What follows belongs to an exercise in optimizing a design on an open flow for small area; a production flow would make more cautious choices. Only simulation tests tie the RTL to the original design; equivalence was not proved. No driver is modelled on the clock port, so clocking that relies on it looks cheaper here than on a real chip. Power and IR drop assume default switching activity.

File: flow/fixnets.tcl
# Before ORFS's repair_design (after global placement): for every
# single-output cell whose output slew is above 75% of the library's
# 1.5 ns max_transition, give it the smallest drive strength of its own
# cell family that brings the slew under that. ORFS's repair_design then
# handles whatever is left (it otherwise buffers these nets with chains of
# very large buffers). Flip-flops are left as synthesized.
estimate_parasitics -placement
set fix_slew [expr {1.5 * 0.75}]
set db [ord::get_db]
proc fam_sizes {name} {
  global db
  if {![regexp {^(sky130_fd_sc_hd__[a-z0-9]+)_([0-9]+)$} $name -> base sz]} { return {} }
  set l {}
  foreach lib [$db getLibs] {
    foreach m [$lib getMasters] {
      if {[regexp "^${base}_(\[0-9\]+)\$" [$m getName] -> s]} {
        lappend l [list $s [$m getName] [expr {[$m getWidth] * [$m getHeight]}]]
      }
    }
  }
  return [lsort -integer -index 2 [lsort -integer -index 0 $l]]
}
proc slew_ok {pin} {
  global fix_slew
  return [expr {[get_property $pin slew_max] <= $fix_slew}]
}
set fixed 0
set left 0
foreach inst [get_cells *] {
  set ref [get_property $inst ref_name]
  if {[regexp {__(df|dl|sdf|edf|sedf|conb|tap|fill|decap)} $ref]} continue
  set outs [get_pins -of $inst -filter "direction==output"]
  if {[llength $outs] != 1} continue
  set op [lindex $outs 0]
  if {[slew_ok $op]} continue
  set done 0
  foreach f [fam_sizes $ref] {
    replace_cell $inst [lindex $f 1]
    if {[slew_ok $op]} { set done 1; break }
  }
  if {$done} { incr fixed } else { incr left }
}
puts "fixnets: resized $fixed drivers, $left left to repair_design"
File: flow/downsize.tcl
# Before floorplanning: give every combinational cell that synthesis
# upsized the smallest drive strength of its cell family (same function
# and pins). The later repair steps resize again wherever timing, slew or
# capacitance need it. Flip-flops and latches are left as synthesized.
set db [ord::get_db]
set block [ord::get_db_block]
array set best {}
foreach lib [$db getLibs] {
  foreach m [$lib getMasters] {
    set n [$m getName]
    if {![regexp {^(sky130_fd_sc_hd__[a-z0-9]+)_([0-9]+)$} $n -> base sz]} continue
    set a [expr {[$m getWidth] * [$m getHeight]}]
    if {![info exists best($base)] || $a < [lindex $best($base) 1] ||
        ($a == [lindex $best($base) 1] && $sz == 1)} {
      set best($base) [list $m $a]
    }
  }
}
set dont [list]
foreach c $::env(DONT_USE_CELLS) { lappend dont $c }
set n 0
foreach inst [$block getInsts] {
  set m [$inst getMaster]
  set name [$m getName]
  if {![regexp {^(sky130_fd_sc_hd__[a-z0-9]+)_([0-9]+)$} $name -> base sz]} continue
  if {[regexp {__(df|dl|sdf|edf|sedf|conb|clk)} $name]} continue
  set b [lindex $best($base) 0]
  if {$b eq "" || [$b getName] eq $name} continue
  if {[lsearch -exact $dont [$b getName]] >= 0} continue
  if {[lindex $best($base) 1] >= [expr {[$m getWidth] * [$m getHeight]}]} continue
  $inst swapMaster $b
  incr n
}
puts "downsize: $n cells swapped to a smaller drive strength"
File: flow/clkfix.tcl
# After CTS: upsize (within the clkbuf family) each clock buffer that
# drives a flip-flop clock pin whose estimated slew is above the target,
# then legalize the placement again.
set clk_target 0.100
set db [ord::get_db]
proc clk_next {name} {
  set order {sky130_fd_sc_hd__clkbuf_1 sky130_fd_sc_hd__clkbuf_2 sky130_fd_sc_hd__clkbuf_4 sky130_fd_sc_hd__clkbuf_8 sky130_fd_sc_hd__clkbuf_16}
  set i [lsearch $order $name]
  if {$i < 0 || $i == [llength $order] - 1} { return "" }
  return [lindex $order [expr {$i + 1}]]
}
set total 0
for {set it 0} {$it < 4} {incr it} {
  estimate_parasitics -placement
  array unset drv
  foreach pin [all_registers -clock_pins] {
    set s 0
    foreach e {rise fall} { set x [get_property $pin slew_max_$e]; if {$x > $s} { set s $x } }
    if {$s <= $clk_target} continue
    set net [get_nets -of $pin]
    foreach d [get_pins -of $net -filter "direction==output"] { set drv([get_full_name [get_cells -of $d]]) 1 }
  }
  set n 0
  foreach i [array names drv] {
    set c [get_cells $i]
    set nx [clk_next [get_property $c ref_name]]
    if {$nx eq ""} continue
    replace_cell $c $nx
    incr n
  }
  puts "clkfix: pass $it upsized $n clock buffers"
  incr total $n
  if {$n == 0} break
}
estimate_parasitics -placement
puts "clkfix: upsized $total in all"
detailed_placement
check_placement -verbose
File: constraint.sdc
create_clock -name core_clock -period 6.0 [get_ports {CLK}]
set_input_delay 1.2000 -clock core_clock [delete_from_list [all_inputs] [get_ports {CLK}]]
set_output_delay 1.2000 -clock core_clock [all_outputs]
set_load 0.01 [all_outputs]
File: flow/run.sh
#!/bin/bash
# Layout flow: the standard synthesis and layout (standard.sh), with
#  - before floorplanning, combinational cells that synthesis upsized are
#    set back to their smallest drive strength (flow/downsize.tcl),
#  - port buffers of the smallest buffer cell instead of the default choice,
#  - before ORFS's repair_design, slow nets are fixed by sizing their
#    drivers within their cell family (flow/fixnets.tcl),
#  - clock tree synthesis without dummy loads, with leaf clusters of up to
#    8 flip-flops on clkbuf_4, no repair_timing right after CTS (the design
#    has slack; later stages still repair timing), and clock buffers whose
#    flip-flops see a slow clock edge upsized (flow/clkfix.tcl).
# Each step's full output goes to its own log here; ORFS also keeps its
# per-stage logs under orfs/logs.
set -euo pipefail
F=$(pwd)/flow
bash standard.sh synth > synth.log 2>&1
bash standard.sh \
  "PRE_FLOORPLAN_TCL=$F/downsize.tcl" \
  "BUFFER_PORTS_ARGS=-buffer_cell sky130_fd_sc_hd__buf_1" \
  "PRE_RESIZE_TCL=$F/fixnets.tcl" \
  "CTS_ARGS=-sink_clustering_enable -repair_clock_nets -dont_use_dummy_load -buf_list sky130_fd_sc_hd__clkbuf_4 -sink_clustering_size 8 -sink_clustering_max_diameter 50" \
  "POST_CTS_TCL=$F/clkfix.tcl" \
  SKIP_CTS_REPAIR_TIMING=1 \
  finish > layout.log 2>&1
File: config.mk
export PLATFORM = sky130hd
export DESIGN_NAME = lab_3_register_file
export DESIGN_NICKNAME = lab_3_register_file
export VERILOG_FILES = /design/flow/design.v
export SDC_FILE = /design/flow/constraint.sdc
export NUM_CORES = 4
export LEC_CHECK = 0
export CAP_MARGIN = 10
export CORE_MARGIN = 2
export CORE_UTILIZATION = 50
export GPL_TIMING_DRIVEN = 0
export SETUP_SLACK_MARGIN = 0.1
export SLEW_MARGIN = 10
export SYNTH_HIERARCHICAL = 1
export SYNTH_MINIMUM_KEEP_SIZE = 0
File: standard.sh
#!/bin/bash
# synth_recipe.tcl (not shown) runs the flow's synth.tcl, then flattens the netlist and writes it again
# the make line also repeats each setting of config.mk as NAME=value (left out here)
make -C /OpenROAD-flow-scripts/flow DESIGN_CONFIG=/design/flow/config.mk WORK_HOME=/design/flow/orfs CLKGATE_MAP_FILE= SYNTH_SCRIPT=/design/flow/synth_recipe.tcl "${@:-finish}"
File: design.v
module pre4 (
  input  wire       en,
  input  wire [1:0] a,
  output wire [3:0] y
);
  assign y[0] = en & ~a[1] & ~a[0];
  assign y[1] = en & ~a[1] &  a[0];
  assign y[2] = en &  a[1] & ~a[0];
  assign y[3] = en &  a[1] &  a[0];
endmodule
module pre8 (
  input  wire [2:0] a,
  output wire [7:0] y
);
  genvar j;
  generate
    for (j = 0; j < 8; j = j + 1) begin : g
      assign y[j] = (a == j);
    end
  endgenerate
endmodule
module wline (
  input  wire hi,
  input  wire lo,
  output wire load,
  output wire load_n
);
  assign load_n = ~(hi & lo);
  assign load   = ~load_n;
endmodule
module rline (
  input  wire hi,
  input  wire lo,
  input  wire valid,
  output wire sel
);
  assign sel = hi & lo & valid;
endmodule
module wdec (
  input  wire        enable,
  input  wire [4:0]  selector,
  output wire [31:1] load,
  output wire [31:1] load_n
);
  wire [3:0] hi;
  wire [7:0] lo;
  pre4 ph (.en(enable), .a(selector[4:3]), .y(hi));
  pre8 pl (.a(selector[2:0]), .y(lo));
  genvar i;
  generate
    for (i = 1; i < 32; i = i + 1) begin : g
      wline u (.hi(hi[i/8]), .lo(lo[i%8]), .load(load[i]), .load_n(load_n[i]));
    end
  endgenerate
endmodule
module or31 (
  input  wire [31:1] a,
  output wire        y
);
  assign y = |a;
endmodule
module and2m (
  input  wire a,
  input  wire b,
  output wire y
);
  assign y = a & b;
endmodule
module rdec (
  input  wire [4:0]  selector,
  input  wire [31:1] valid,
  input  wire        phase,
  output wire [31:1] sel,
  output wire        flip
);
  wire [3:0] hi;
  wire [7:0] lo;
  wire       any;
  pre4 ph (.en(1'b1), .a(selector[4:3]), .y(hi));
  pre8 pl (.a(selector[2:0]), .y(lo));
  genvar i;
  generate
    for (i = 1; i < 32; i = i + 1) begin : g
      rline u (.hi(hi[i/8]), .lo(lo[i%8]), .valid(valid[i]), .sel(sel[i]));
    end
  endgenerate
  or31 uo (.a(sel), .y(any));
  and2m uf (.a(phase), .b(any), .y(flip));
endmodule
module hold_bit (
  input  wire load,
  input  wire load_n,
  input  wire din,
  input  wire q,
  output wire d
);
  assign d = ~((load_n | din) & (load | q));
endmodule
module wpol (
  input  wire a,
  input  wire phase,
  output wire y
);
  assign y = a ^ phase;
endmodule
module aoi3 (
  input  wire s0, d0, s1, d1, s2, d2,
  output wire y
);
  assign y = ~((s0 & d0) | (s1 & d1) | (s2 & d2));
endmodule
module nand_1 (
  input  wire s0, d0,
  output wire y
);
  assign y = ~(s0 & d0);
endmodule
module nand4m (
  input  wire [3:0] a,
  output wire       y
);
  assign y = ~(&a);
endmodule
module nand3m (
  input  wire [2:0] a,
  output wire       y
);
  assign y = ~(&a);
endmodule
module nor3m (
  input  wire [2:0] a,
  output wire       y
);
  assign y = ~(|a);
endmodule
module xnor2m (
  input  wire a,
  input  wire b,
  output wire y
);
  assign y = ~(a ^ b);
endmodule
module mux_bit (
  input  wire [31:1] sel,
  input  wire [31:1] data,
  input  wire        flip,
  output wire        y
);
  wire [10:0] t;
  genvar k;
  generate
    for (k = 0; k < 10; k = k + 1) begin : g
      aoi3 u (.s0(sel[3*k+1]), .d0(data[3*k+1]),
               .s1(sel[3*k+2]), .d1(data[3*k+2]),
               .s2(sel[3*k+3]), .d2(data[3*k+3]), .y(t[k]));
    end
  endgenerate
  nand_1 u31 (.s0(sel[31]), .d0(data[31]), .y(t[10]));
  wire [2:0] u;
  wire       n;
  nand4m o0 (.a(t[3:0]),  .y(u[0]));
  nand4m o1 (.a(t[7:4]),  .y(u[1]));
  nand3m o2 (.a(t[10:8]), .y(u[2]));
  nor3m  o3 (.a(u), .y(n));
  xnor2m o4 (.a(n), .b(flip), .y(y));
endmodule
module lab_3_register_file (Da, Db, Dc, CLK, reset, rs1, rs2, rd, wenable);
 input  wire CLK, reset, wenable;
 input  wire [4:0] rs1, rs2, rd;
 input  wire [31:0] Dc;
 output wire [31:0] Da, Db;
 wire [31:1] load, load_n, sel1, sel2;
 wire        flip1, flip2;
 wire [31:0] wd;
 reg  [31:1] valid;
 reg         phase;
 wdec decw (.enable(wenable), .selector(rd), .load(load), .load_n(load_n));
 rdec dec1 (.selector(rs1), .valid(valid), .phase(phase), .sel(sel1), .flip(flip1));
 rdec dec2 (.selector(rs2), .valid(valid), .phase(phase), .sel(sel2), .flip(flip2));
 always @(posedge CLK or posedge reset)
   if (reset) begin
     valid <= 31'd0;
     phase <= 1'b0;
   end else begin
     valid <= valid | load;
     phase <= ~phase;
   end
 wire [31:1] col [0:31];
 genvar i, b;
 generate
   for (b = 0; b < 32; b = b + 1) begin : w
     wpol wp (.a(Dc[b]), .phase(phase), .y(wd[b]));
   end
   for (i = 1; i < 32; i = i + 1) begin : r
     reg  [31:0] q;
     wire [31:0] d;
     for (b = 0; b < 32; b = b + 1) begin : h
       hold_bit hb (.load(load[i]), .load_n(load_n[i]), .din(wd[b]), .q(q[b]), .d(d[b]));
       assign col[b][i] = q[b];
     end
     always @(posedge CLK) q <= d;
   end
   for (b = 0; b < 32; b = b + 1) begin : c
     mux_bit ma (.sel(sel1), .data(col[b]), .flip(flip1), .y(Da[b]));
     mux_bit mb (.sel(sel2), .data(col[b]), .flip(flip2), .y(Db[b]));
   end
 endgenerate
endmodule
==> results of run 1 <==
==> power groups by stage <==
stage / sequential (mW) / clock [mW] / combinational [mW]
after floorplan: 9.48 / 0 / 1.38
after global placement: 9.64 / 0 / 1.96
==> synthesized netlist by cell type (all sizes together) <==
cell / instances
a222oi: 640
and2: 33
and3: 68
and3b: 15
and4: 2
conb: 2
dfrtp: 32
dfxtp: 992
inv: 2
nand2: 95
nand3: 64
nand4: 130
nor3: 67
nor3b: 12
nor4: 14
o22ai: 992
or2: 31
or4: 2
xnor2: 64
xor2: 32
==> modules after synthesis, one instance, submodules excluded, a selection <==
module / flops+latches / area, um2
pre4: 0 / 37.5
and2m: 0 / 6.26
rline: 0 / 6.26
xnor2m: 0 / 8.76
or31: 0 / 72.6
wline: 0 / 10.0
nor3m: 0 / 10.0
hold_bit: 0 / 6.26
lab_3_register_file: 1024 / 20900
nand_1: 0 / 3.75
rdec: 0 / 3.75
pre8: 0 / 65.1
==> cells by family after synthesis <==
| group | synth area share, % |
|---|---|
| xor gates and xnor gates | 2.24 |
| AOI/OAI and AO/OA | 33.6 |
| and+or+nand+nor | 8.96 |
| DFF | 55.1 |
| buffers and inverters | 0.0200 |
| other | 0.0200 |
==> metrics by stage <==
stage | total power [mW] | TNS [ns] | instances
2_1_floorplan | 10.9 | 0 | 3295
3_3_place_gp | 11.6 | -152.94 | 4367
==> worst min path at each step <==
stage | from | end | cells after the start
global placement | r[6].q[11] | r[6].q[11] | 1
floorplan | valid[10] | valid[10] | 1
==> reports/qor.txt, run 1 <==
Status: stopped before the end
Step where the flow halted: placement repair (3_4_place_resized)
First Error: Error: resize.tcl, 5 can't read "fix_slew": no such variable
Flops & latches, synth: 1,024
Cell taking the most area after synthesis: dfxtp_1
Share of the synthesized area in the top cell type: 53.0%
GPL Wtd Cong: 0.945
Die W: 276 um
Die Height: 276 um
Yosys warns: 7
YS chip area: 37,500 um2
Number of port buffers: 113
Most area-consuming cells after synthesis: dfxtp_1, a222oi_1, o22ai_1
I/O Pins: 114
Synth Instances: 3,289
Sequential share of the synthesized area: 55.1%
Netlist cell types: 25
Row count: 99
Initial core utilization: 50.7%
==> run 2, diff against run 1 <==
--- a/flow/clkfix.tcl
+++ b/flow/clkfix.tcl
@@ -2,7 +2,7 @@
 # drives a flip-flop clock pin whose estimated slew is above the target,
 # then legalize the placement again.
 set clk_target 0.100
-set db [ord::get_db]
+
 proc clk_next {name} {
   set order {sky130_fd_sc_hd__clkbuf_1 sky130_fd_sc_hd__clkbuf_2 sky130_fd_sc_hd__clkbuf_4 sky130_fd_sc_hd__clkbuf_8 sky130_fd_sc_hd__clkbuf_16}
   set i [lsearch $order $name]
--- a/flow/fixnets.tcl
+++ b/flow/fixnets.tcl
@@ -5,13 +5,12 @@
 # handles whatever is left (it otherwise buffers these nets with chains of
 # very large buffers). Flip-flops are left as synthesized.
 estimate_parasitics -placement
-set fix_slew [expr {1.5 * 0.75}]
-set db [ord::get_db]
+set ::fix_slew [expr {1.5 * 0.75}]
+set ::db [ord::get_db]
 proc fam_sizes {name} {
-  global db
   if {![regexp {^(sky130_fd_sc_hd__[a-z0-9]+)_([0-9]+)$} $name -> base sz]} { return {} }
   set l {}
-  foreach lib [$db getLibs] {
+  foreach lib [$::db getLibs] {
     foreach m [$lib getMasters] {
       if {[regexp "^${base}_(\[0-9\]+)\$" [$m getName] -> s]} {
         lappend l [list $s [$m getName] [expr {[$m getWidth] * [$m getHeight]}]]
@@ -21,8 +20,7 @@
   return [lsort -integer -index 2 [lsort -integer -index 0 $l]]
 }
 proc slew_ok {pin} {
-  global fix_slew
-  return [expr {[get_property $pin slew_max] <= $fix_slew}]
+  return [expr {[get_property $pin slew_max] <= $::fix_slew}]
 }
 set fixed 0
 set left 0
==> run 2 against run 1 <==
Effect of this change:
- the layout now fails its checks (setup timing)
- synthesized cell count stayed put
==> reports/qor.txt, run 2 <==
Antenna violations before repair: 12
Cell taking the most area after synthesis: dfxtp_1
WHS: 0.223 ns
Finished Layout Cells: 4,533
WL/cell: 44.6 um
Top reg by flops: r.q
Asr flop ratio synth: 3.13% (unchanged)
Share of cells above drive strength 1: 9.23%
Largest regs: r.q x992, valid x31, phase x1
Final min period: 6.27 ns
EDFF count, synth: 0 (unchanged)
YS chip area: 37,500 um2 (unchanged)
I/O Pins: 114 (unchanged)
CTS tree: yes
Slew @ Worst Pin: 1.39 ns
Layout Nets: 3,617
WP data required: 4.80 ns
Multi-input logic area: 17,600 um2
Critical Path Fanout Max: 33
Layout Utilization: 56.2%
Die ar.: 76,400 um2
Share of the synthesized area in the top cell type: 53.0% (unchanged)
Commonest non-fill, non-tap cells in the layout: o22ai_1, dfxtp_1, a222oi_1, clkbuf_4, nand4_1
Worst-path clk slew: 0.10 ns
Slew Limit Headroom: 7.07%
Finish-stage setup viols: 25
Number of global-route vias before repair: 38,800
Initial core utilization: 50.7% (unchanged)
Fmax achieved: 160 MHz
Setup CP Type: primary input to primary output
DP HPWL: 105,000 um
FILL cells: 6,260
Post-route cell area: 41,100 um2
Skew-Pair Late Insertion Delay: 1.11 ns
Peak supply drop: 0.183 mV
Vias post-DR: 40,900
Tcrit/Tclk final: 104%
Post-Place Worst Slack: -0.244 ns
Setup_tns: -3.49 ns
Final Max Slew Viols: 0
Maximum capacitance violations: 0
Leakage: 14.1 nW
Die W: 276 um (unchanged)
Layout Check Fails: setup timing
Flops & latches, synth: 1,024 (unchanged)
Final worst setup slack: -0.269 ns
Number of port buffers: 113 (unchanged)
Yosys warns: 7 (unchanged)
Tot GR Track Use: 49.4%
Top post-synthesis cells by count: dfxtp_1, o22ai_1, a222oi_1
PD cells: 378 nW/um2
First-pass DRT Iterations: 17
First-pass GRT wire length: 275,000 um
Sequential share of the synthesized area: 55.1% (unchanged)
DP Area: 39,600 um2
Placed instance count: 4,369
CORE AREA: 73,200 um2
Total global routing overflow: 0
Die Height: 276 um (unchanged)
Status: failed layout checks
Predominant post-synthesis flop cell: dfxtp_1
Drc violations: 0
Final wirelength: 202,000 um
Crit start category: primary input
Via-per-instance ratio: 9.03
Overall Power: 15.6 mW
Largest net degree at the start of global routing: 34
Synth Instances: 3,289 (unchanged)
CP endpoint kind: primary output
Netlist cell types: 25 (unchanged)
HP Class: primary input to async pin
Initial DRC Count: 11,700
Detail Route Antenna Nets: 0
Max reg flops: 992
Final Skew: 0.0723 ns
GPL Wtd Cong: 0.945 (unchanged)
Register area: 20,700 um2
Worst EP arrival: 5.07 ns
Most area-consuming cells after synthesis: dfxtp_1, a222oi_1, o22ai_1
Hold Vio Cnt, Final: 0
CTS sink cnt: 1,024
Row count: 99 (unchanged)
run 2: cell counts after synthesis:
Identical to the previous run, type by type.
run 2: critical path: stages:
cell     delay [ns]
buf_1          0.37
nor3b_2        0.92
and3_4         0.84
nor4_1         0.14
nand4_1        0.33
and2_4         0.72
xnor2_1        0.21
buf_1          0.30
run 2: area by class of cell:
type	instances	share of cell area, %
clock buffer	147	2.71
sequential	1024	50.2
timing repair buffer	118	1.35
antenna	9	0.0547
tap	959	2.92
inverter	2	0.0182
multi-input combinational	2274	42.7
run 2: worst paths after layout:
check / startpoint / endpoint / slack [ns] / cells past startpoint
setup / recovery: rs1[2] / Da[11] / -0.27 / 8
min in group core_clock: r[2].q[26] / r[2].q[26] / 0.48 / 1
setup reg to reg: phase / r[22].q[26] / 2.86 / 4
hold reg to reg: r[2].q[26] / r[2].q[26] / 0.48 / 1
max in group asynchronous: reset / phase / 5.11 / 2
hold / removal: reset / valid[9] / 0.22 / 2
run 2: cells by family after synthesis:
logic type,share of synthesized area [%]
AOI/OAI and AO/OA,33.6
DFF,55.1
and+or+nand+nor,8.96
xor gates and xnor gates,2.24
buffers and inverters,0.0200
other,0.0200
run 2: modules after synthesis, one instance, submodules excluded, a selection:
module	copies in the design	flip-flops and latches
hold_bit	992	0
aoi3	640	0
pre8	3	0
nand_1	64	0
or31	2	0
and2m	2	0
rdec	2	0
rline	62	0
lab_3_register_file	1	1024
wline	31	0
nand3m	64	0
nand4m	128	0
run 2: power by group:
part / switching [mW] / internal, mW / leakage (nW) / total (mW)
registers: 1.29 / 8.46 / 8.88 / 9.75
logic: 1.31 / 0.941 / 4.51 / 2.25
clock network: 2.42 / 1.14 / 0.682 / 3.55
total: 5.01 / 10.5 / 14.1 / 15.6
run 2: metal layers:
layer	wire length (um)	track usage (%)	vias to the layer above
li1	-	-	15700
met1	67300	59.6	19700
met2	80700	68.5	4437
met3	36900	22.8	1071
met4	17200	36.3	8
met5	54	1.13	-
==> run 3, diff against run 2 <==
--- a/design.v
+++ b/design.v
@@ -7,6 +7,15 @@
   assign y[1] = en & ~a[1] &  a[0];
   assign y[2] = en &  a[1] & ~a[0];
   assign y[3] = en &  a[1] &  a[0];
+endmodule
+module pre4r (
+  input  wire [1:0] a,
+  output wire [3:0] y
+);
+  assign y[0] = ~a[1] & ~a[0];
+  assign y[1] = ~a[1] &  a[0];
+  assign y[2] =  a[1] & ~a[0];
+  assign y[3] =  a[1] &  a[0];
 endmodule
 module pre8 (
   input  wire [2:0] a,
@@ -53,11 +62,19 @@
     end
   endgenerate
 endmodule
-module or31 (
-  input  wire [31:1] a,
-  output wire        y
-);
-  assign y = |a;
+module mux4m (
+  input  wire [3:0] d,
+  input  wire [1:0] s,
+  output wire       y
+);
+  assign y = d[s];
+endmodule
+module mux2m (
+  input  wire [1:0] d,
+  input  wire       s,
+  output wire       y
+);
+  assign y = d[s];
 endmodule
 module and2m (
   input  wire a,
@@ -65,6 +82,25 @@
   output wire y
 );
   assign y = a & b;
+endmodule
+module vsel (
+  input  wire [4:0]  selector,
+  input  wire [31:1] valid,
+  output wire        y
+);
+  wire [31:0] v = {valid, 1'b0};
+  wire [7:0]  l1;
+  wire [1:0]  l2;
+  genvar k;
+  generate
+    for (k = 0; k < 8; k = k + 1) begin : a
+      mux4m m (.d(v[4*k +: 4]), .s(selector[1:0]), .y(l1[k]));
+    end
+    for (k = 0; k < 2; k = k + 1) begin : b
+      mux4m m (.d(l1[4*k +: 4]), .s(selector[3:2]), .y(l2[k]));
+    end
+  endgenerate
+  mux2m m3 (.d(l2), .s(selector[4]), .y(y));
 endmodule
 module rdec (
   input  wire [4:0]  selector,
@@ -76,7 +112,7 @@
   wire [3:0] hi;
   wire [7:0] lo;
   wire       any;
-  pre4 ph (.en(1'b1), .a(selector[4:3]), .y(hi));
+  pre4r ph (.a(selector[4:3]), .y(hi));
   pre8 pl (.a(selector[2:0]), .y(lo));
   genvar i;
   generate
@@ -84,7 +120,7 @@
       rline u (.hi(hi[i/8]), .lo(lo[i%8]), .valid(valid[i]), .sel(sel[i]));
     end
   endgenerate
-  or31 uo (.a(sel), .y(any));
+  vsel uv (.selector(selector), .valid(valid), .y(any));
   and2m uf (.a(phase), .b(any), .y(flip));
 endmodule
 module hold_bit (
--- a/flow/run.sh
+++ b/flow/run.sh
@@ -6,9 +6,8 @@
 #  - before ORFS's repair_design, slow nets are fixed by sizing their
 #    drivers within their cell family (flow/fixnets.tcl),
 #  - clock tree synthesis without dummy loads, with leaf clusters of up to
-#    8 flip-flops on clkbuf_4, no repair_timing right after CTS (the design
-#    has slack; later stages still repair timing), and clock buffers whose
-#    flip-flops see a slow clock edge upsized (flow/clkfix.tcl).
+#    8 flip-flops on clkbuf_4, and clock buffers whose flip-flops see a
+#    slow clock edge upsized (flow/clkfix.tcl).
 # Each step's full output goes to its own log here; ORFS also keeps its
 # per-stage logs under orfs/logs.
 set -euo pipefail
@@ -20,5 +19,4 @@
   "PRE_RESIZE_TCL=$F/fixnets.tcl" \
   "CTS_ARGS=-sink_clustering_enable -repair_clock_nets -dont_use_dummy_load -buf_list sky130_fd_sc_hd__clkbuf_4 -sink_clustering_size 8 -sink_clustering_max_diameter 50" \
   "POST_CTS_TCL=$F/clkfix.tcl" \
-  SKIP_CTS_REPAIR_TIMING=1 \
   finish > layout.log 2>&1
--- a/config.mk
+++ b/config.mk
@@ -9,7 +9,7 @@
 export CORE_MARGIN = 2
 export CORE_UTILIZATION = 50
 export GPL_TIMING_DRIVEN = 0
-export SETUP_SLACK_MARGIN = 0.1
+export SETUP_SLACK_MARGIN = 0.3
 export SLEW_MARGIN = 10
 export SYNTH_HIERARCHICAL = 1
 export SYNTH_MINIMUM_KEEP_SIZE = 0
==> run 3 against run 2 <==
Effect of this change:
- now clean on timing, DRC and antenna
- global-route usage shrank 2.2 points
- worst hold slack gained 0.020 ns
- synthesized cell count is essentially flat
- die area grew 0.87%
- critical path depth is the same
- sequential power is essentially flat
- core utilization shrank 0.60 points
- clock skew grew 0.035 ns
- flip-flop and latch count is the same
- sequential share of layout area shrank 0.22 points
- non-clock buffer count shrank 3
- fmax grew 10%
==> reports/qor.txt, run 3 <==
WL/cell: 42.2 um (-5.4%)
Max reg flops: 992 (unchanged)
Yosys warns: 7 (unchanged)
Largest regs: r.q x992, valid x31, phase x1
Sequential share of the synthesized area: 54.7% (-0.46 points)
Die Height: 278 um (+0.43%)
Worst-path clk slew: 0.10 ns (about the same)
EDFF count, synth: 0 (unchanged)
Cell taking the most area after synthesis: dfxtp_1
CP endpoint kind: primary output
Detail Route Antenna Nets: 0 (unchanged)
Unrepaired setup endpoints after global routing: false
Die ar.: 77,100 um2 (+0.87%)
Netlist cell types: 27 (+8.0%)
Asr flop ratio synth: 3.13% (unchanged)
CTS sink cnt: 1,024 (unchanged)
Initial DRC Count: 11,000 (-6.6%)
Placed instance count: 4,375 (+0.14%)
Layout Utilization: 55.6% (-0.60 points)
Antenna violations before repair: 17 (+5)
CORE AREA: 74,300 um2 (+1.5%)
Share of cells above drive strength 1: 9.65% (+0.42 points)
HP Class: primary input to async pin
Maximum capacitance violations: 0 (unchanged)
Slew @ Worst Pin: 1.41 ns (+0.0171 ns)
Final wirelength: 192,000 um (-5.2%)
Tot GR Track Use: 47.2% (-2.2 points)
Synth Instances: 3,291 (+0.061%)
Slew Limit Headroom: 6.26% (-0.81 points)
YS chip area: 37,800 um2 (+0.83%)
Layout Nets: 3,607 (-0.28%)
Number of port buffers: 113 (unchanged)
DP Area: 40,000 um2 (+0.82%)
Via-per-instance ratio: 8.97 (-0.65%)
I/O Pins: 114 (unchanged)
FILL cells: 6,522 (+4.2%)
Row count: 100 (+1.0%)
GPL Wtd Cong: 0.960 (+1.7%)
Vias post-DR: 40,700 (-0.45%)
Flops & latches, synth: 1,024 (unchanged)
Overall Power: 16.0 mW (+2.9%)
Finished Layout Cells: 4,542 (+0.20%)
CTS tree: yes
Predominant post-synthesis flop cell: dfxtp_1
Status: timing/DRC/antenna clean
Largest net degree at the start of global routing: 34 (unchanged)
Most area-consuming cells after synthesis: dfxtp_1, a222oi_1, o22ai_1
Top reg by flops: r.q
First-pass DRT Iterations: 13 (-4)
Skew-Pair Late Insertion Delay: 1.04 ns (-0.07 ns)
Leakage: 14.1 nW (+0.23%)
WP data required: 4.80 ns (about the same)
Hold Vio Cnt, Final: 0 (unchanged)
Number of global-route vias before repair: 39,100 (+0.85%)
Setup CP Type: primary input to primary output
Post-route cell area: 41,300 um2 (+0.45%)
Peak supply drop: 0.267 mV (+46%)
Finish-stage setup viols: 0 (-100%)
DP HPWL: 102,000 um (-3.2%)
Final min period: 5.68 ns (-0.587 ns)
Reg2reg setup slack: 3.12 ns (+0.26 ns)
Worst setup path startpoint: rs2[0]
Commonest non-fill, non-tap cells in the layout: o22ai_1, dfxtp_1, a222oi_1, clkbuf_4, nand4_1
Share of the synthesized area in the top cell type: 52.5% (-0.44 points)
Fmax achieved: 176 MHz (+10%)
Total global routing overflow: 0 (unchanged)
Final Max Slew Viols: 0 (unchanged)
Top post-synthesis cells by count: dfxtp_1, o22ai_1, a222oi_1
Initial core utilization: 50.4% (-0.32 points)
Worst EP arrival: 4.48 ns (-0.59 ns)
Final Skew: 0.107 ns (+0.0349 ns)
Tcrit/Tclk final: 94.7% (-9.8 points)
Crit start category: primary input
Critical R2R Launch: phase
Setup_tns: 0 ns (+3.49 ns)
PD cells: 387 nW/um2 (+2.5%)
Die W: 278 um (+0.43%)
Drc violations: 0 (unchanged)
First-pass GRT wire length: 267,000 um (-2.8%)
Critical Path Fanout Max: 32 (-3.0%)
==> run 3: cells by family after synthesis <==
family                    count (synthesis)  share of synthesized area (%)
muxes                                    22                           1.27
other                                     2                         0.0199
buffers and inverters                     2                         0.0199
xor gates and xnor gates                 96                           2.22
AOI/OAI and AO/OA                      1632                           33.4
DFF                                    1024                           54.7
and+or+nand+nor                         513                           8.44
==> run 3: layout make-up <==
cell class | count | area [um2] | area share, %
Tap cell | 969 | 1210 | 2.93
Multi-Input combinational cell | 2265 | 17800 | 43.1
Clock buffer | 149 | 1120 | 2.71
Timing Repair Buffer | 115 | 488 | 1.18
Sequential cell | 1024 | 20700 | 50.0
Inverter | 2 | 7.51 | 0.0182
Antenna cell | 18 | 45.0 | 0.109
==> run 3: modules after synthesis (local to each module, per instance), a selection <==
module	cells	cell area, um2	flip-flops and latches	times used
lab_3_register_file	1057	20900	1024	1
pre8	8	65.1	0	3
pre4	4	37.5	0	1
mux4m	1	22.5	0	20
mux2m	1	15.0	0	2
aoi3	1	10.0	0	640
wline	2	10.0	0	31
nor3m	1	10.0	0	64
wpol	1	8.76	0	32
hold_bit	1	6.26	0	992
and2m	1	6.26	0	2
nand4m	1	6.26	0	128
rline	1	6.26	0	62
nand3m	1	5.00	0	64
nand_1	1	3.75	0	64
vsel	1	3.75	0	2
==> run 3: routing by layer <==
metal,vias to the layer above,GRT usage [%],part of all wire [%]
li1,15700,-,-
met5,-,2.56,0.29
met2,4405,65.6,40
met4,17,28.8,6.8
met1,19600,58.0,34
met3,1008,23.3,19
==> run 3: stage by stage <==
step                hold slack [ns]  worst slack, ns
floorplan                     0.441             1.32
global placement              0.448           -0.781
detailed placement            0.458          -0.0492
global route                  0.282            0.295
finish                        0.243            0.318
==> run 3: path summary, 6_finish.rpt <==
kind | cells past startpoint | to
max | 8 | Db[21]
min | 2 | valid[20]
max reg2reg | 4 | r[4].q[11]
min reg2reg | 1 | r[14].q[20]
max in group asynchronous | 2 | valid[7]
min in group core_clock | 1 | r[14].q[20]
==> run 3: power by group <==
group | internal (mW) | switching, mW | leakage [nW]
Combinational | 1.16 | 1.55 | 4.54
Clock | 1.14 | 2.38 | 0.686
Sequential | 8.46 | 1.32 | 8.88
==> run 3: worst max-delay path, cell delays in order <==
cell and delay (ns):
clkdlybuf4s15_2 0.39, nor3b_1 0.74, and3_2 1.06, a222oi_1 0.16, nand4_1 0.17, nor3_1 0.08
xnor2_1 0.45, buf_1 0.21
==> run 4, diff against run 3 <==
--- a/config.mk
+++ b/config.mk
@@ -9,7 +9,7 @@
 export CORE_MARGIN = 2
 export CORE_UTILIZATION = 50
 export GPL_TIMING_DRIVEN = 0
-export SETUP_SLACK_MARGIN = 0.3
+export SETUP_SLACK_MARGIN = 0.5
 export SLEW_MARGIN = 10
 export SYNTH_HIERARCHICAL = 1
 export SYNTH_MINIMUM_KEEP_SIZE = 0
==> run 4 against run 3 <==
Effect of this change:
- global-route usage is 0.051 points higher
- critical path depth unchanged
- final cell count barely moved
- still clean on timing, DRC and antenna
- power about the same
- core utilization grew 0.069 points
- non-clock buffer count stayed put
- routed wire length rose by 0.36%
- sequential share of layout area shrank 0.062 points
- largest power group unchanged
- fmax rose by 0.47%
==> reports/qor.txt, run 4 <==
Crit start category: primary input
Largest regs: r.q x992, valid x31, phase x1
Status: timing/DRC/antenna clean
Final Skew: 0.0963 ns (-0.0110 ns)
CP max-delay cell: and3_2
Sequential share of the synthesized area: 54.7% (unchanged)
Cell Chain, Critical Path: buf_1 -> and2_1 -> and3_2 -> a222oi_1 -> nand3_1 -> nor3_1 -> xnor2_1 -> buf_1
Top reg by flops: r.q
Maximum capacitance violations: 0 (unchanged)
Top post-synthesis cells by count: dfxtp_1, o22ai_1, a222oi_1
Vias post-DR: 40,600 (-0.35%)
DP Area: 40,000 um2 (unchanged)
Hold Vio Cnt, Final: 0 (unchanged)
Post-route cell area: 41,400 um2 (+0.12%)
Peak supply drop: 0.267 mV (+0.25%)
Cell taking the most area after synthesis: dfxtp_1
Post-synthesis mux area share: 1.27% (unchanged)
Leakage: 14.1 nW (+0.11%)
CTS tree: yes
Asr flop ratio synth: 3.13% (unchanged)
Most used cell along the critical path: buf_1
Skew-Pair Late Insertion Delay: 1.04 ns (about the same)
Flops & latches, synth: 1,024 (unchanged)
Antenna violations before repair: 17 (unchanged)
YS chip area: 37,800 um2 (unchanged)
Layout Nets: 3,608 (+0.028%)
FILL cells: 6,521 (-0.015%)
Total global routing overflow: 0 (unchanged)
First-pass GRT wire length: 267,000 um (+0.10%)
Row count: 100 (unchanged)
I/O Pins: 114 (unchanged)
EDFF count, synth: 0 (unchanged)
Yosys warns: 7 (unchanged)
WL/cell: 42.4 um (+0.40%)
WP data required: 4.80 ns (about the same)
XOR/XNOR share of the synthesized area: 2.22% (unchanged)
Netlist cell types: 27 (unchanged)
Post-Synth Adder-Cell Area: 0% (unchanged)
Commonest non-fill, non-tap cells in the layout: o22ai_1, dfxtp_1, a222oi_1, clkbuf_4, nand4_1
Most area-consuming cells after synthesis: dfxtp_1, a222oi_1, o22ai_1
Number of global-route vias before repair: 39,200 (+0.15%)
Slew Limit Headroom: 12.0% (+5.7 points)
Final wirelength: 192,000 um (+0.36%)
Fmax achieved: 177 MHz (+0.47%)
Critical Path Fanout Max: 32 (unchanged)
Die W: 278 um (unchanged)
Final Max Slew Viols: 0 (unchanged)
Tot GR Track Use: 47.2% (+0.051 points)
Worst EP arrival: 4.46 ns (-0.02 ns)
CTS sink cnt: 1,024 (unchanged)
Predominant post-synthesis flop cell: dfxtp_1
Initial DRC Count: 10,600 (-3.8%)
Largest family of logic cells by synthesized area: compound AO/OA/AOI/OAI gates
Setup CP Type: primary input to primary output
Finish-stage setup viols: 0 (unchanged)
Layout Utilization: 55.7% (+0.069 points)
First-pass DRT Iterations: 14 (+1)
DP HPWL: 102,000 um (unchanged)
Critical R2R Launch: phase
Final min period: 5.66 ns (-0.0263 ns)
Slew @ Worst Pin: 1.32 ns (-0.0907 ns)
Worst-path clk slew: 0.10 ns (about the same)
Critical Path Max Stage Delay: 1.00 ns (-0.06 ns)
Compound-Gate Fraction of Synth Area: 33.4% (unchanged)
Worst setup path startpoint: rs2[4]
Synth Instances: 3,291 (unchanged)
Finished Layout Cells: 4,540 (-0.044%)
CORE AREA: 74,300 um2 (unchanged)
Max reg flops: 992 (unchanged)
Detail Route Antenna Nets: 0 (unchanged)
Placed instance count: 4,375 (unchanged)
Number of port buffers: 113 (unchanged)
CP endpoint kind: primary output
Tcrit/Tclk final: 94.3% (-0.44 points)
Initial core utilization: 50.4% (unchanged)
PD cells: 387 nW/um2 (about the same)
Die Height: 278 um (unchanged)
GPL Wtd Cong: 0.960 (unchanged)
Drc violations: 0 (unchanged)
Share of the synthesized area in the top cell type: 52.5% (unchanged)
Via-per-instance ratio: 8.94 (-0.31%)
Synth Area in Simple Gates: 8.44% (unchanged)
HP Class: primary input to async pin
Largest net degree at the start of global routing: 34 (unchanged)
Share of cells above drive strength 1: 9.87% (+0.22 points)
Unrepaired setup endpoints after global routing: false
Die ar.: 77,100 um2 (unchanged)
## run 4: cell counts after synthesis
Identical to the previous run, type by type.
## run 4: path summary, 6_finish.rpt
kind / end / slack [ns] / cells past startpoint
worst min-delay path: valid[20] / 0.25 / 2
worst max-delay path: Db[21] / 0.34 / 8
worst min register to register: r[30].q[24] / 0.48 / 1
worst max register to register: r[2].q[11] / 3.12 / 4
max in group asynchronous: phase / 5.23 / 2
min in group core_clock: r[30].q[24] / 0.48 / 1
## run 4: layout make-up
cell class / instances / area [um2] / area share, %
flip-flops and latches: 1024 / 20700 / 49.9
diodes: 15 / 37.5 / 0.0907
inverters: 2 / 7.51 / 0.0181
clock buffers: 149 / 1120 / 2.70
well taps: 969 / 1210 / 2.93
multi-input cells: 2266 / 17900 / 43.2
repair buffers: 115 / 477 / 1.15
## run 4: per-stage QoR
step	TNS, ns	power, mW	hold slack [ns]	setup slack [ns]
floorplan	0	11.2	0.441	1.32
global placement	-29.57	12.1	0.448	-0.781
detailed placement	-0.0492	12.4	0.458	-0.0492
global route	0	16.5	0.286	0.509
finish	0	16.0	0.249	0.344
## run 4: power breakdown
part	switching (mW)	internal, mW
Clock	2.39	1.14
Sequential	1.32	8.46
Combinational	1.55	1.16
## run 4: cells by family after synthesis
| group | Yosys count |
|---|---|
| simple gates | 513 |
| compound gates | 1632 |
| other cells | 2 |
| xor+xnor | 96 |
| mux | 22 |
| flops | 1024 |
| buf+inv | 2 |
## run 4: modules after synthesis, one instance, submodules excluded, a selection
module | cells | times used
hold_bit | 1 | 992
mux2m | 1 | 2
wpol | 1 | 32
pre8 | 8 | 3
and2m | 1 | 2
xnor2m | 1 | 64
mux4m | 1 | 20
vsel | 1 | 2
aoi3 | 1 | 640
pre4 | 4 | 1
rline | 1 | 62
lab_3_register_file | 1057 | 1
nand4m | 1 | 128
nand3m | 1 | 64
## run 4: critical path: cells and delay by family
kind	cells	cell delay, ns
xor+xnor	1	0.52
buf+inv	2	0.48
compound gates	1	0.23
simple gates	4	1.94
## run 4: per-layer routing
layer	global-route usage (%)	up-vias	wire length (um)
met5	1.56	-	248
met2	65.5	4288	76500
li1	-	15700	-
met4	28.9	19	13200
met3	24.1	1018	36300
met1	57.8	19600	66000
==> run 5, diff against run 4 <==
==> flow/run.sh (replaced) <==
#!/bin/bash
# Layout flow: the standard synthesis and layout (standard.sh), with
#  - before floorplanning, combinational cells that synthesis upsized are
#    set back to their smallest drive strength (flow/downsize.tcl),
#  - port buffers of the smallest buffer cell instead of the default choice,
#  - before ORFS's repair_design, slow nets are fixed by sizing their
#    drivers within their cell family or by one small buffer, whichever
#    is smaller (flow/fixnets.tcl),
#  - clock tree synthesis without dummy loads, with leaf clusters of up to
#    9 flip-flops on clkbuf_4, and clock buffers whose flip-flops see a
#    slow clock edge upsized (flow/clkfix.tcl).
# Each step's full output goes to its own log here; ORFS also keeps its
# per-stage logs under orfs/logs.
set -euo pipefail
F=$(pwd)/flow
bash standard.sh synth > synth.log 2>&1
bash standard.sh \
  "PRE_FLOORPLAN_TCL=$F/downsize.tcl" \
  "BUFFER_PORTS_ARGS=-buffer_cell sky130_fd_sc_hd__buf_1" \
  "PRE_RESIZE_TCL=$F/fixnets.tcl" \
  "CTS_ARGS=-sink_clustering_enable -repair_clock_nets -dont_use_dummy_load -buf_list sky130_fd_sc_hd__clkbuf_4 -sink_clustering_size 9 -sink_clustering_max_diameter 50" \
  "POST_CTS_TCL=$F/clkfix.tcl" \
  finish > layout.log 2>&1
--- a/flow/clkfix.tcl
+++ b/flow/clkfix.tcl
@@ -1,7 +1,7 @@
 # After CTS: upsize (within the clkbuf family) each clock buffer that
 # drives a flip-flop clock pin whose estimated slew is above the target,
 # then legalize the placement again.
-set clk_target 0.100
+set clk_target 0.108
 
 proc clk_next {name} {
   set order {sky130_fd_sc_hd__clkbuf_1 sky130_fd_sc_hd__clkbuf_2 sky130_fd_sc_hd__clkbuf_4 sky130_fd_sc_hd__clkbuf_8 sky130_fd_sc_hd__clkbuf_16}
==> flow/fixnets.tcl (replaced) <==
estimate_parasitics -placement
set ::fix_slew [expr {1.5 * 0.75}]
set ::db [ord::get_db]
proc fam_sizes {name} {
  if {![regexp {^(sky130_fd_sc_hd__[a-z0-9]+)_([0-9]+)$} $name -> base sz]} { return {} }
  set l {}
  foreach lib [$::db getLibs] {
    foreach m [$lib getMasters] {
      if {[regexp "^${base}_(\[0-9\]+)\$" [$m getName] -> s]} {
        lappend l [list $s [$m getName] [expr {[$m getWidth] * [$m getHeight] / 1e6}]]
      }
    }
  }
  return [lsort -real -index 2 [lsort -integer -index 0 $l]]
}
proc cell_area {name} {
  set m [$::db findMaster $name]
  return [expr {[$m getWidth] * [$m getHeight] / 1e6}]
}
proc slew_ok {pin} {
  return [expr {[get_property $pin slew_max] <= $::fix_slew}]
}
set bufs {sky130_fd_sc_hd__buf_2 sky130_fd_sc_hd__buf_4 sky130_fd_sc_hd__buf_6 sky130_fd_sc_hd__buf_8 sky130_fd_sc_hd__buf_12 sky130_fd_sc_hd__buf_16}
set fixed 0
set buffered 0
set left 0
foreach inst [get_cells *] {
  set ref [get_property $inst ref_name]
  if {[regexp {__(df|dl|sdf|edf|sedf|conb|tap|fill|decap)} $ref]} continue
  set outs [get_pins -of $inst -filter "direction==output"]
  if {[llength $outs] != 1} continue
  set op [lindex $outs 0]
  if {[slew_ok $op]} continue
  set a0 [cell_area $ref]
  # fix 1: size within the family
  set fam ""
  foreach f [fam_sizes $ref] {
    replace_cell $inst [lindex $f 1]
    if {[slew_ok $op]} { set fam [lindex $f 1]; break }
  }
  set fam_cost [expr {$fam eq "" ? 1e9 : [cell_area $fam] - $a0}]
  if {$fam_cost <= [cell_area sky130_fd_sc_hd__buf_2]} { incr fixed; continue }
  # fix 2: original size plus one buffer
  replace_cell $inst $ref
  set net [get_full_name [get_nets -of $op]]
  estimate_parasitics -placement
  insert_buffer -buffer_cell sky130_fd_sc_hd__buf_2 -net $net
  estimate_parasitics -placement
  set bcell [get_cells -of [get_pins -of [get_nets -of $op] -filter "direction==input"]]
  set bpin [get_pins -of $bcell -filter "direction==output"]
  set bok ""
  foreach b $bufs {
    replace_cell $bcell $b
    if {[slew_ok $bpin] && [slew_ok $op]} { set bok $b; break }
  }
  if {$bok ne "" && [cell_area $bok] < $fam_cost} { incr buffered; continue }
  estimate_parasitics -placement
  remove_buffers [list $bcell]
  estimate_parasitics -placement
  if {$fam ne ""} { replace_cell $inst $fam; incr fixed } else { incr left }
}
estimate_parasitics -placement
puts "fixnets: resized $fixed drivers, buffered $buffered nets, $left left to repair_design"
--- a/config.mk
+++ b/config.mk
@@ -9,7 +9,7 @@
 export CORE_MARGIN = 2
 export CORE_UTILIZATION = 50
 export GPL_TIMING_DRIVEN = 0
-export SETUP_SLACK_MARGIN = 0.5
+export SETUP_SLACK_MARGIN = 0.3
 export SLEW_MARGIN = 10
 export SYNTH_HIERARCHICAL = 1
 export SYNTH_MINIMUM_KEEP_SIZE = 0
==> run 5 against run 4 <==
Effect of this change:
- clock skew decreased by 0.026 ns
- critical path depth unchanged
- core utilization decreased by 0.83 points
- setup slack got worse by 0.091 ns
- cell area decreased by 1.5%
- flip-flop and latch count unchanged
- fmax decreased by 1.6%
- highest routed layer unchanged
==> reports/qor.txt, run 5 <==
Leakage: 14.1 nW (-0.47%)
WP data required: 4.80 ns (about the same)
Post-Place Worst Slack: -0.0458 ns (+0.00332 ns)
Post-route cell area: 40,800 um2 (-1.5%)
PD cells: 390 nW/um2 (+0.84%)
Top post-synthesis cells by count: dfxtp_1, o22ai_1, a222oi_1
CTS tree: yes
Sequential share of the synthesized area: 54.7% (unchanged)
Worst EP arrival: 4.55 ns (+0.09 ns)
Comb pwr share: 16.9% (about the same)
Share of the synthesized area in the top cell type: 52.5% (unchanged)
Final Max Slew Viols: 0 (unchanged)
Max reg flops: 992 (unchanged)
Largest net degree at the start of global routing: 34 (unchanged)
Largest regs: r.q x992, valid x31, phase x1
Unrepaired setup endpoints after global routing: true
Row count: 100 (unchanged)
I/O Pins: 114 (unchanged)
WL/cell: 42.0 um (-0.94%)
Setup_tns: 0 ns (unchanged)
Die Height: 278 um (unchanged)
Final Skew: 0.0704 ns (-0.0259 ns)
Setup CP Type: primary input to primary output
WHS: 0.235 ns (-0.0137 ns)
Share of cells above drive strength 1: 9.31% (-0.56 points)
Total global routing overflow: 0 (unchanged)
First-pass GRT wire length: 266,000 um (-0.56%)
Drc violations: 0 (unchanged)
Finish-stage setup viols: 0 (unchanged)
Critical Path Fanout Max: 32 (unchanged)
YS chip area: 37,800 um2 (unchanged)
Commonest non-fill, non-tap cells in the layout: o22ai_1, dfxtp_1, a222oi_1, clkbuf_4, nand4_1
Fmax achieved: 174 MHz (-1.6%)
Worst-path clk slew: 0.10 ns (about the same)
FILL cells: 6,554 (+0.51%)
Tcrit/Tclk final: 95.8% (+1.5 points)
Hold Vio Cnt, Final: 0 (unchanged)
Synth Instances: 3,291 (unchanged)
Number of port buffers: 113 (unchanged)
CORE AREA: 74,300 um2 (unchanged)
HP Class: primary input to async pin
Slew @ Worst Pin: 1.32 ns (+0.00214 ns)
CP endpoint kind: primary output
Internal power: 10.7 mW (-0.59%)
Peak supply drop: 0.212 mV (-21%)
Initial DRC Count: 11,000 (+4.5%)
Final wirelength: 191,000 um (-0.50%)
CTS sink cnt: 1,024 (unchanged)
Top reg by flops: r.q
Flops & latches, synth: 1,024 (unchanged)
Final min period: 5.75 ns (+0.0906 ns)
Overall Power: 15.9 mW (-0.66%)
Detail Route Antenna Nets: 0 (unchanged)
Flop pwr share: 61.4% (+0.4 points)
Crit start category: primary input
Layout Nets: 3,630 (+0.61%)
Tot GR Track Use: 47.0% (-0.28 points)
Net Sw Frac: 32.8% (-0.044 points)
Switching power: 5.22 mW (-0.79%)
Die W: 278 um (unchanged)
Finished Layout Cells: 4,560 (+0.44%)
Vias post-DR: 40,900 (+0.75%)
Cell taking the most area after synthesis: dfxtp_1
Yosys warns: 7 (unchanged)
GPL Wtd Cong: 0.960 (unchanged)
Predominant post-synthesis flop cell: dfxtp_1
Asr flop ratio synth: 3.13% (unchanged)
Final worst setup slack: 0.253 ns (-0.0906 ns)
Number of global-route vias before repair: 39,200 (-0.0077%)
Die ar.: 77,100 um2 (unchanged)
Antenna violations before repair: 19 (+2)
Status: timing/DRC/antenna clean
First-pass DRT Iterations: 14 (unchanged)
Skew-Pair Late Insertion Delay: 1.03 ns (about the same)
Layout Utilization: 54.8% (-0.83 points)
Slew Limit Headroom: 11.9% (-0.14 points)
Placed instance count: 4,407 (+0.73%)
Netlist cell types: 27 (unchanged)
EDFF count, synth: 0 (unchanged)
DP HPWL: 101,000 um (-0.25%)
Most area-consuming cells after synthesis: dfxtp_1, a222oi_1, o22ai_1
DP Area: 39,500 um2 (-1.2%)
Initial core utilization: 50.4% (unchanged)
Via-per-instance ratio: 8.97 (+0.31%)
Maximum capacitance violations: 0 (unchanged)
Clock network fraction of total power: 21.7% (-0.3 points)
-- run 5: cell counts after synthesis --
No cell type changed its count.
-- run 5: layout make-up, without the clock buffers --
cell class | instances | area, um2 | share of cell area, %
Inverter | 2 | 7.51 | 0.0184
Timing Repair Buffer | 147 | 626 | 1.53
Antenna cell | 13 | 32.5 | 0.0798
Multi-Input combinational cell | 2265 | 17200 | 42.1
Tap cell | 969 | 1210 | 2.97
Sequential cell | 1024 | 20700 | 50.7
-- run 5: modules after synthesis, one instance, submodules excluded, a selection --
module | flops+latches | cells
aoi3 | 0 | 1
hold_bit | 0 | 1
mux4m | 0 | 1
nand3m | 0 | 1
nand4m | 0 | 1
nand_1 | 0 | 1
nor3m | 0 | 1
pre4r | 0 | 4
pre8 | 0 | 8
rline | 0 | 1
vsel | 0 | 1
wpol | 0 | 1
xnor2m | 0 | 1
-- run 5: kinds of logic after synthesis --
| logic type | share of synthesized area, % |
|---|---|
| other cells | 0.0199 |
| mux | 1.27 |
| compound gates | 33.4 |
| simple gates | 8.44 |
| xor+xnor | 2.22 |
| flops | 54.7 |
| buf+inv | 0.0199 |
-- run 5: critical path: stages --
cell and delay, ns:
clkdlybuf4s15_2 0.38, nor3b_1 0.73, and3_2 1.09, a222oi_1 0.16, nand4_1 0.18, nor3_1 0.08
xnor2_1 0.47, buf_1 0.22
-- run 5: routing by layer --
layer | track usage (%) | share of wire (%)
met5 | 1.75 | 0.14
met4 | 29.2 | 6.8
met3 | 24.7 | 19
met2 | 64.3 | 40
met1 | 57.5 | 35
-- run 5: power by group through the flow --
| stage | combinational (mW) | clock (mW) | sequential [mW] |
|---|---|---|---|
| after floorplan | 1.73 | 0 | 9.50 |
| after global placement | 2.44 | 0 | 9.67 |
| after detailed placement | 2.56 | 0 | 9.81 |
| after global routing | 2.82 | 3.66 | 9.93 |
| final | 2.70 | 3.45 | 9.77 |
-- run 5: worst paths after layout --
path / start / end / slack [ns] / cells after the start
max: rs2[0] / Db[21] / 0.25 / 8
min: reset / valid[7] / 0.24 / 2
max reg2reg: phase / r[7].q[7] / 3.84 / 4
min reg2reg: r[29].q[24] / r[29].q[24] / 0.48 / 1
max in group asynchronous: reset / valid[9] / 5.24 / 2
min in group core_clock: r[29].q[24] / r[29].q[24] / 0.48 / 1
==> run 6, diff against run 5 <==
--- a/design.v
+++ b/design.v
@@ -62,20 +62,6 @@
     end
   endgenerate
 endmodule
-module mux4m (
-  input  wire [3:0] d,
-  input  wire [1:0] s,
-  output wire       y
-);
-  assign y = d[s];
-endmodule
-module mux2m (
-  input  wire [1:0] d,
-  input  wire       s,
-  output wire       y
-);
-  assign y = d[s];
-endmodule
 module and2m (
   input  wire a,
   input  wire b,
@@ -83,24 +69,52 @@
 );
   assign y = a & b;
 endmodule
+module aoi222 (
+  input  wire a0, b0, a1, b1, a2, b2,
+  output wire y
+);
+  assign y = ~((a0 & b0) | (a1 & b1) | (a2 & b2));
+endmodule
+module aoi22 (
+  input  wire a0, b0, a1, b1,
+  output wire y
+);
+  assign y = ~((a0 & b0) | (a1 & b1));
+endmodule
+module nand3d (
+  input  wire [2:0] a,
+  output wire       y
+);
+  assign y = ~(&a);
+endmodule
+module nand2d (
+  input  wire [1:0] a,
+  output wire       y
+);
+  assign y = ~(&a);
+endmodule
 module vsel (
-  input  wire [4:0]  selector,
+  input  wire [3:0]  hi,
+  input  wire [7:0]  lo,
   input  wire [31:1] valid,
   output wire        y
 );
   wire [31:0] v = {valid, 1'b0};
-  wire [7:0]  l1;
-  wire [1:0]  l2;
+  wire [3:0]  g;
+  wire [1:0]  h;
   genvar k;
   generate
-    for (k = 0; k < 8; k = k + 1) begin : a
-      mux4m m (.d(v[4*k +: 4]), .s(selector[1:0]), .y(l1[k]));
-    end
-    for (k = 0; k < 2; k = k + 1) begin : b
-      mux4m m (.d(l1[4*k +: 4]), .s(selector[3:2]), .y(l2[k]));
-    end
-  endgenerate
-  mux2m m3 (.d(l2), .s(selector[4]), .y(y));
+    for (k = 0; k < 4; k = k + 1) begin : a
+      wire [2:0] t;
+      aoi222 u0 (.a0(lo[0]), .b0(v[8*k+0]), .a1(lo[1]), .b1(v[8*k+1]), .a2(lo[2]), .b2(v[8*k+2]), .y(t[0]));
+      aoi222 u1 (.a0(lo[3]), .b0(v[8*k+3]), .a1(lo[4]), .b1(v[8*k+4]), .a2(lo[5]), .b2(v[8*k+5]), .y(t[1]));
+      aoi22  u2 (.a0(lo[6]), .b0(v[8*k+6]), .a1(lo[7]), .b1(v[8*k+7]), .y(t[2]));
+      nand3d u3 (.a(t), .y(g[k]));
+    end
+  endgenerate
+  aoi22  h0 (.a0(hi[0]), .b0(g[0]), .a1(hi[1]), .b1(g[1]), .y(h[0]));
+  aoi22  h1 (.a0(hi[2]), .b0(g[2]), .a1(hi[3]), .b1(g[3]), .y(h[1]));
+  nand2d ho (.a(h), .y(y));
 endmodule
 module rdec (
   input  wire [4:0]  selector,
@@ -120,7 +134,7 @@
       rline u (.hi(hi[i/8]), .lo(lo[i%8]), .valid(valid[i]), .sel(sel[i]));
     end
   endgenerate
-  vsel uv (.selector(selector), .valid(valid), .y(any));
+  vsel uv (.hi(hi), .lo(lo), .valid(valid), .y(any));
   and2m uf (.a(phase), .b(any), .y(flip));
 endmodule
 module hold_bit (
==> run 6 against run 5 <==
Effect of this change:
- the layout now fails its checks (capacitance limit)
- sequential share of layout area is 0.35 points higher
- clock power is 1% lower
- power is 1.8% lower
- flip-flop and latch count stayed put
- setup slack worse by 0.055 ns
- first-iteration DRC count is 4.2% lower
- combinational power is 8.5% lower
- critical path depth stayed put
==> reports/qor.txt, run 6 <==
Comb pwr share: 15.8% (-1.1 points)
Final worst setup slack: 0.198 ns (-0.0555 ns)
Setup crit end: Db[29]
Layout Nets: 3,640 (+0.28%)
Final Max Slew Viols: 0 (unchanged)
Worst EP arrival: 4.60 ns (+0.05 ns)
Vias post-DR: 41,100 (+0.52%)
Final min period: 5.80 ns (+0.0555 ns)
Antenna violations before repair: 9 (-10)
FILL cells: 6,444 (-1.7%)
First-pass DRT Iterations: 27 (+13)
CP endpoint kind: primary output
Worst-path clk slew: 0.11 ns (about the same)
Share of cells above drive strength 1: 8.44% (-0.86 points)
Final wirelength: 191,000 um (-0.37%)
Row count: 100 (unchanged)
Layout Utilization: 54.7% (-0.19 points)
WL/cell: 41.7 um (-0.55%)
Crit start category: primary input
Internal power: 10.6 mW (-1.3%)
Setup CP Type: primary input to primary output
Via-per-instance ratio: 9.00 (+0.34%)
Switching power: 5.07 mW (-2.8%)
Commonest non-fill, non-tap cells in the layout: o22ai_1, dfxtp_1, a222oi_1, clkbuf_4, nand4_1
Die ar.: 76,700 um2 (-0.46%)
Clock network fraction of total power: 21.7% (about the same)
Post-route cell area: 40,500 um2 (-0.68%)
I/O Pins: 114 (unchanged)
Critical Path Fanout Max: 32 (unchanged)
Detail Route Antenna Nets: 0 (unchanged)
WP data required: 4.80 ns (about the same)
GPL Wtd Cong: 0.975 (+1.6%)
PD cells: 386 nW/um2 (-1.1%)
Net Sw Frac: 32.5% (-0.34 points)
Reg2reg setup slack: 3.86 ns (+0.02 ns)
Leakage: 13.9 nW (-0.86%)
Peak supply drop: 0.197 mV (-7.0%)
Number of port buffers: 113 (unchanged)
Skew-Pair Late Insertion Delay: 1.05 ns (+0.02 ns)
Maximum capacitance violations: 1 (+1)
DP HPWL: 98,800 um (-2.6%)
CORE AREA: 74,100 um2 (-0.34%)
Drc violations: 0 (unchanged)
WHS: 0.253 ns (+0.0179 ns)
Register area: 20,700 um2 (unchanged)
Post-Place Worst Slack: 0.184 ns (+0.230 ns)
Max reg flops: 992 (unchanged)
Unrepaired setup endpoints after global routing: false
Setup_tns: 0 ns (unchanged)
Total global routing overflow: 0 (unchanged)
HP Class: primary input to async pin
Tcrit/Tclk final: 96.7% (+0.92 points)
Flop pwr share: 62.5% (+1.1 points)
Slew @ Worst Pin: 1.48 ns (+0.167 ns)
R2R depth: 4 (unchanged)
Die Height: 277 um (-0.23%)
Worst setup path startpoint: rs2[4]
Die W: 277 um (-0.23%)
Largest net degree at the start of global routing: 34 (unchanged)
Hold Vio Cnt, Final: 0 (unchanged)
Tot GR Track Use: 47.0% (+0.070 points)
Status: failed layout checks
Initial core utilization: 50.3% (-0.066 points)
Final Skew: 0.0704 ns (+0.0000102 ns)
Largest regs: r.q x992, valid x31, phase x1
Fmax achieved: 172 MHz (-0.96%)
Critical R2R Launch: phase
Finish-stage setup viols: 0 (unchanged)
CTS sink cnt: 1,024 (unchanged)
Initial DRC Count: 10,600 (-4.2%)
Slew Limit Headroom: 0.691% (-11 points)
Critical R2R Capture: r[30].q[2]
Multi-input logic area: 17,000 um2 (-1.2%)
First-pass GRT wire length: 267,000 um (+0.26%)
Synth Instances: 3,307 (+0.49%)
CTS tree: yes
Yosys warns: 7 (unchanged)
Layout Check Fails: capacitance limit
DP Area: 39,300 um2 (-0.49%)
Top reg by flops: r.q
Number of global-route vias before repair: 39,200 (+0.064%)
[run 6: area by class of cell, without the clock buffers]
| class | count | share of cell area [%] |
|---|---|---|
| inverter | 2 | 0.0185 |
| tap | 969 | 2.99 |
| multi-input combinational | 2281 | 41.9 |
| timing repair buffer | 146 | 1.49 |
| antenna | 11 | 0.0680 |
| sequential | 1024 | 51.0 |
[run 6: worst min path at each step]
stage / cells past startpoint / end / slack, ns / start
finish: 2 / valid[22] / 0.25 / reset
detailed placement: 1 / r[2].q[7] / 0.46 / r[2].q[7]
global placement: 1 / r[30].q[24] / 0.45 / r[30].q[24]
floorplan: 1 / r[11].q[0] / 0.44 / r[11].q[0]
global route: 2 / valid[18] / 0.29 / reset
[run 6: per-layer routing]
metal,vias up,share of wire [%],GRT usage [%],routed length [um]
met5,-,0.036,0.375,69
met4,8,7.2,28.6,13600
met3,981,19,22.8,36600
met2,4566,39,64.4,74800
met1,19700,34,59.2,65600
li1,15800,-,-,-
[run 6: per-stage QoR]
stage               instances  total power, mW
detailed placement       4422             12.2
finish                   4568             15.6
global placement         4389             11.9
global route             4559             16.1
floorplan                3307             11.1
[run 6: power groups by stage]
| stage | combinational (mW) | sequential [mW] | clock (mW) |
|---|---|---|---|
| final | 2.47 | 9.77 | 3.40 |
| after global routing | 2.58 | 9.93 | 3.61 |
| after detailed placement | 2.35 | 9.81 | 0 |
| after global placement | 2.22 | 9.67 | 0 |
| after floorplan | 1.60 | 9.50 | 0 |
[run 6: worst max-delay path, stage by stage]
cell	delay, ns
buf_1	0.32
nor2b_1	0.53
and3_2	1.05
a222oi_1	0.31
nand4_1	0.34
nor3_1	0.12
xnor2_1	0.50
buf_1	0.22
==> run 7, diff against run 6 <==
--- a/config.mk
+++ b/config.mk
@@ -5,7 +5,7 @@
 export SDC_FILE = /design/flow/constraint.sdc
 export NUM_CORES = 4
 export LEC_CHECK = 0
-export CAP_MARGIN = 10
+export CAP_MARGIN = 25
 export CORE_MARGIN = 2
 export CORE_UTILIZATION = 50
 export GPL_TIMING_DRIVEN = 0
==> run 7 against run 6 <==
Effect of this change:
- now clean on timing, DRC and antenna
- setup slack got worse by 0.020 ns
- critical path depth increased by 1
- sequential power about the same
- via count increased by 0.12%
- power about the same
- core utilization increased by 0.78 points
- largest power group unchanged
- cell area increased by 1.4%
- worst hold slack got worse by 0.027 ns
==> reports/qor.txt, run 7 <==
Status: timing/DRC/antenna clean
Post-Place Worst Slack: 0.158 ns (-0.0258 ns)
Final wirelength: 190,000 um (-0.33%)
Worst EP arrival: 4.62 ns (+0.02 ns)
Slew @ Worst Pin: 1.28 ns (-0.205 ns)
Drc violations: 0 (unchanged)
CTS sink cnt: 1,024 (unchanged)
HP Class: primary input to async pin
Initial DRC Count: 11,600 (+9.5%)
Finish-stage setup viols: 0 (unchanged)
Worst-path clk slew: 0.10 ns (about the same)
Critical Path Fanout Max: 22 (-31%)
Final Max Slew Viols: 0 (unchanged)
Post-route cell area: 41,100 um2 (+1.4%)
Die W: 277 um (unchanged)
Yosys warns: 7 (unchanged)
Final min period: 5.82 ns (+0.0205 ns)
Leakage: 14.2 nW (+2.1%)
Layout Utilization: 55.4% (+0.78 points)
CORE AREA: 74,100 um2 (unchanged)
WL/cell: 41.3 um (-1.0%)
PD cells: 381 nW/um2 (-1.4%)
Commonest non-fill, non-tap cells in the layout: o22ai_1, dfxtp_1, a222oi_1, clkbuf_4, nand4_1
Synth Instances: 3,307 (unchanged)
Final worst setup slack: 0.178 ns (-0.0205 ns)
Overall Power: 15.6 mW (about the same)
Setup_tns: 0 ns (unchanged)
DP Area: 39,300 um2 (about the same)
Tcrit/Tclk final: 97.0% (+0.34 points)
WHS: 0.227 ns (-0.0266 ns)
First-pass GRT wire length: 266,000 um (-0.26%)
GPL Wtd Cong: 0.975 (unchanged)
Tot GR Track Use: 46.8% (-0.25 points)
Peak supply drop: 0.205 mV (+4.3%)
I/O Pins: 114 (unchanged)
Hold Vio Cnt, Final: 0 (unchanged)
Layout Nets: 3,670 (+0.82%)
Detail Route Antenna Nets: 0 (unchanged)
Total global routing overflow: 0 (unchanged)
Row count: 100 (unchanged)
Max reg flops: 992 (unchanged)
Final Skew: 0.0553 ns (-0.0151 ns)
Slew Limit Headroom: 14.7% (+14 points)
Skew-Pair Late Insertion Delay: 1.09 ns (+0.04 ns)
Unrepaired setup endpoints after global routing: false
Via-per-instance ratio: 8.95 (-0.58%)
Die Height: 277 um (unchanged)
Largest regs: r.q x992, valid x31, phase x1
Number of port buffers: 113 (unchanged)
Setup CP Type: primary input to primary output
Number of global-route vias before repair: 39,300 (+0.13%)
Antenna violations before repair: 7 (-2)
Crit start category: primary input
Share of cells above drive strength 1: 9.07% (+0.62 points)
Initial core utilization: 50.3% (unchanged)
Finished Layout Cells: 4,600 (+0.70%)
Top reg by flops: r.q
CTS tree: yes
First-pass DRT Iterations: 14 (-48%)
CP endpoint kind: primary output
Fmax achieved: 172 MHz (-0.35%)
Maximum capacitance violations: 0 (-1)
Vias post-DR: 41,100 (+0.12%)
WP data required: 4.80 ns (about the same)
Placed instance count: 4,423 (+0.023%)
Die ar.: 76,700 um2 (unchanged)
Largest net degree at the start of global routing: 34 (unchanged)
DP HPWL: 98,700 um (about the same)
==> run 7: cell types whose count changed in the layout (fill, tap and decap cells not counted), sizes merged <==
cell	previous run	this run
buf	146	177
clkbuf	135	134
diode	11	13
==> run 7: where the power goes <==
part | total (mW) | switching (mW) | internal (mW)
Sequential | 9.77 | 1.31 | 8.46
Combinational | 2.49 | 1.42 | 1.07
Clock | 3.38 | 2.34 | 1.04
Total | 15.6 | 5.07 | 10.6
==> run 7: critical path, stage by stage <==
cell and delay [ns]:
buf_1 0.25, nor3b_1 0.97, and3_2 0.69, buf_12 0.29, a222oi_1 0.13, nand4_1 0.24, nor3_1 0.09, xnor2_1 0.52
buf_1 0.22
==> run 7: path summary, 6_finish.rpt <==
| kind | startpoint | to | slack [ns] | cells after the start |
|---|---|---|---|---|
| setup / recovery | rs2[2] | Db[29] | 0.18 | 9 |
| hold / removal | reset | valid[1] | 0.23 | 2 |
| setup reg to reg | phase | r[26].q[2] | 3.82 | 4 |
| hold reg to reg | r[31].q[15] | r[31].q[15] | 0.48 | 1 |
| max in group asynchronous | reset | phase | 5.22 | 2 |
| min in group core_clock | r[31].q[15] | r[31].q[15] | 0.48 | 1 |
==> run 7: cell type report, without the clock buffers <==
type,instances,area [um2]
timing repair buffer,177,1220
multi-input combinational,2281,16900
sequential,1024,20700
fill,6451,33000
antenna,13,32.5
tap,969,1210
inverter,2,7.51
==> run 7: routing by layer <==
layer  part of all wire, %  track usage, %
met2                    40            64.2
met5                 0.017               0
met3                    18            22.6
met1                    35            58.6
met4                   7.2            29.0

-- what the ideal ports hide --
The results above use ideal ports. As a check the final layouts listed here were re-extracted and re-timed, cells and wires unchanged.
Step 1: set_driving_cell puts a clkbuf_16 on CLK and a buf_2 on each other input, an assumption about the parent block.
Step 2 times the ports against the registers' clock, not the clock port: input delays grow and output delays shrink by t, the midpoint of the rising clock arrivals with the driver on.
Slacks: no drivers / after step 1 / after step 2; pairs: no drivers / after step 1.
run	t (ns)	setup WS [ns]	worst hold slack (ns)
run 2	1.135	-0.269 / -0.301 / -0.301	0.223 / 0.178 / 0.476
run 3	1.096	0.318 / 0.222 / 0.222	0.243 / 0.208 / 0.479
run 4	1.104	0.344 / 0.207 / 0.207	0.249 / 0.210 / 0.476
run 5	1.088	0.253 / 0.162 / 0.162	0.235 / 0.190 / 0.477
run 6	1.081	0.198 / 0.136 / 0.136	0.253 / 0.207 / 0.476
run 7	1.118	0.178 / 0.054 / 0.054	0.227 / 0.180 / 0.480
For run 4, which loses most, drivers alone change the setup slack by -0.137 ns; drivers and shift together by -0.137 ns.
